This is an optimization exercise on Yosys and OpenROAD, whose aim is small area and a short achievable clock period, not a production implementation.
In this exercise RTL edits were held to simulation tests only and were not proved equivalent to the original.
Power figures rest on the tool's default switching activity, not on a simulated workload.

== north ==
==> flow/design.v (excerpt) <==
module fir_top (
    input          rst,
    input          clk,
    input  [255:0] coeff_vector,
    input  [15:0]  data_in,
    input          sample_en,
    output [15:0]  data_out,
    output         sample_valid,
    output         overflow
);
Size in the first run: roughly 1,200 flip-flops, roughly 290 I/O pins, about 130,000 um2 of cells after synthesis.
clock: 16.0 ns
lec_check: 0
abc_area: 1
cap_margin: 20
cell_pad_in_sites_detail_placement: 1
cell_pad_in_sites_global_placement: 1
core_margin: 2
core_utilization: 30
place_density: 0.55
slew_margin: 20
standard.sh (not shown) runs the stock make flow with config.mk's settings and CLKGATE_MAP_FILE= SYNTH_SCRIPT=/design/flow/synth_recipe.tcl, a recipe that flattens the netlist after the stock synthesis.
==> flow/flow/run.sh <==
#!/bin/bash
set -euo pipefail
bash standard.sh SETUP_SLACK_MARGIN=10 finish > standard_flow.log 2>&1
north finished every stage and its layout cleared the timing, design-rule and antenna checks.
Setup changes, north to south
Settings: setting CTS_CLUSTER_DIAMETER to 120 for the first time; changing CORE_UTILIZATION from 30 to 40; setting CTS_CLUSTER_SIZE to 16 for the first time.
==> flow/flow/run.sh <==
#!/bin/bash
set -euo pipefail
bash standard.sh SETUP_SLACK_MARGIN=9.6 finish > standard_flow.log 2>&1
==> comparison <==
Final cell count is lower on south. Taking north as the reference point, the worst setup slack of south falls by 0.11 ns. south against north; detailed placer's ending HPWL is up by a little under 10%. Between north and south, the required time at the endpoint of the critical path is lower for south. south vs north: worst hold slack up in south. Of north and south, south shows the higher minimum period implied by the final worst setup slack, with north below it. NOTE: critical path depth in south falls short of that of north. south ends up with lower relative contribution of the clock network to total power than north does. Diff north -> south | total design power | down by a few percent.


== v39 ==
Another version of the RTL of fir_top (not shown whole).
For scale: about 1200 flip-flops.
Settings: LEC_CHECK=0, ABC_AREA=1, CAP_MARGIN=20, CELL_PAD_IN_SITES_DETAIL_PLACEMENT=1, CELL_PAD_IN_SITES_GLOBAL_PLACEMENT=1, CORE_MARGIN=2, CORE_UTILIZATION=40, CTS_CLUSTER_DIAMETER=100, CTS_CLUSTER_SIZE=14, PLACE_DENSITY=0.55, SLEW_MARGIN=20; clock period 16.0 ns.
==> flow/flow/run.sh <==
#!/bin/bash
set -euo pipefail
bash standard.sh SETUP_SLACK_MARGIN=9.7 finish > standard_flow.log 2>&1
v39 completed end to end with timing, DRC and antenna clean.
Modified inputs, v29 compared to v39
- clearing CTS_CLUSTER_DIAMETER, which used to be 100
- clearing CTS_CLUSTER_SIZE, which used to be 14
==> flow/flow/run.sh <==
#!/bin/bash
set -euo pipefail
bash standard.sh SETUP_SLACK_MARGIN=10 finish > standard_flow.log 2>&1
Results
Going from v39 to v29, the final critical delay including setup and external delays was found to have gone up by 0.021 ns. Core utilization: v29 higher than v39. Summary: with v39 as the reference, first-iteration DRC count in v29 moved up by a few percent. v29 does worse than v39 on final wirelength. Delta (v29 minus v39): final net count now sits higher, share of post-route cells with drive strength above 1 now sits higher. ~same detailed-route wire length on metal 1 in v39 and v29.


Another version of the RTL of fir_top (not shown whole).
For scale: roughly 17,000 cells after synthesis, ~1,000 flip-flops, ~290 I/O pins, roughly 140,000 sq um of cells after synthesis.
==> flow/design.v (excerpt) <==
module fir_top (
    input          rst,
    input          clk,
    input  [255:0] coeff_vector,
    input  [15:0]  data_in,
    input          sample_en,
    output [15:0]  data_out,
    output         sample_valid,
    output         overflow
);
==> flow/config.mk <==
export PLATFORM = sky130hd
export DESIGN_NAME = fir_top
export DESIGN_NICKNAME = fir_top
export VERILOG_FILES = /design/flow/design.v
export SDC_FILE = /design/flow/constraint.sdc
export NUM_CORES = 4
export LEC_CHECK = 0
export CAP_MARGIN = 20
export CELL_PAD_IN_SITES_DETAIL_PLACEMENT = 1
export CELL_PAD_IN_SITES_GLOBAL_PLACEMENT = 1
export CORE_MARGIN = 2
export CORE_UTILIZATION = 40
export PLACE_DENSITY = 0.55
export SETUP_SLACK_MARGIN = 0.5
export SLEW_MARGIN = 20
==> flow/constraint.sdc <==
create_clock -name core_clock -period 16.0 [get_ports {clk}]
set_input_delay 3.2000 -clock core_clock [delete_from_list [all_inputs] [get_ports {clk}]]
set_output_delay 3.2000 -clock core_clock [all_outputs]
set_load 0.01 [all_outputs]
run.sh (not shown) runs the stock make flow with config.mk's settings and CLKGATE_MAP_FILE= SYNTH_SCRIPT=/design/flow/synth_recipe.tcl, a recipe that flattens the netlist after the stock synthesis.
Stock flow here: none of the scripts above is used.
The first run ran to the end with no violations.
==> next run, changes <==
==> flow/flow/run.sh (new file) <==
#!/bin/bash
set -euo pipefail
bash standard.sh SETUP_SLACK_MARGIN=9 finish > standard_flow.log 2>&1
==> flow/standard.sh (new file) <==
#!/bin/bash
# synth_recipe.tcl (not shown) runs the flow's synth.tcl, then flattens the netlist and writes it again
# the make line also repeats each setting of config.mk as NAME=value (left out here)
make -C /OpenROAD-flow-scripts/flow DESIGN_CONFIG=/design/flow/config.mk WORK_HOME=/design/flow/orfs CLKGATE_MAP_FILE= SYNTH_SCRIPT=/design/flow/synth_recipe.tcl "${@:-finish}"
Settings changed: SETUP_SLACK_MARGIN 0.5 to unset.
removed: flow/run.sh
Result:
- die area stays the same
- count of clock-buffer cells in the layout rose by 3
- final cell count stays flat
- global-route usage rises by 0.79 points
- utilization went up by 0.48 points
- critical path depth grows by 2
- setup slack improves by 0.86 ns
- power rises by a few percent
- area after synthesis does not change

==> static timing again, ports no longer ideal <==
Ports are ideal in the flow. The routed layouts listed here were re-timed in OpenROAD.
Step 1: set_driving_cell puts a clkbuf_16 on clk and a buf_2 on each other input, an assumption about the parent block.
Step 2 also shifts input and output timing later by t, the mid clock arrival at the registers, as if the neighbouring blocks saw the same clock.
Slacks: no drivers / after step 1 / after step 2; pairs: no drivers / after step 1.
run | shift t [ns] | setup WS [ns] | slew at the worst register clock pin (ns) | cell pins on the clock port's net
north | 1.046 | 9.541 / 9.589 / 8.542 | 0.07 / 0.07 | 1
south | 0.989 | 9.432 / 9.493 / 8.504 | 0.10 / 0.10 | 1
v39 | 1.034 | 9.517 / 9.557 / 8.524 | 0.09 / 0.09 | 1
v29 | 1.026 | 9.496 / 9.589 / 8.563 | 0.07 / 0.07 | 1
the first run of note 3 | 0.978 | 8.129 / 8.181 / 7.203 | 0.08 / 0.08 | 1
the second run of note 3 | 0.998 | 8.988 / 8.887 / 8.014 | 0.07 / 0.07 | 1
After both steps every run listed still meets setup and hold. For north, which loses most, drivers alone change the setup slack by +0.048 ns; drivers and shift together by -0.999 ns.
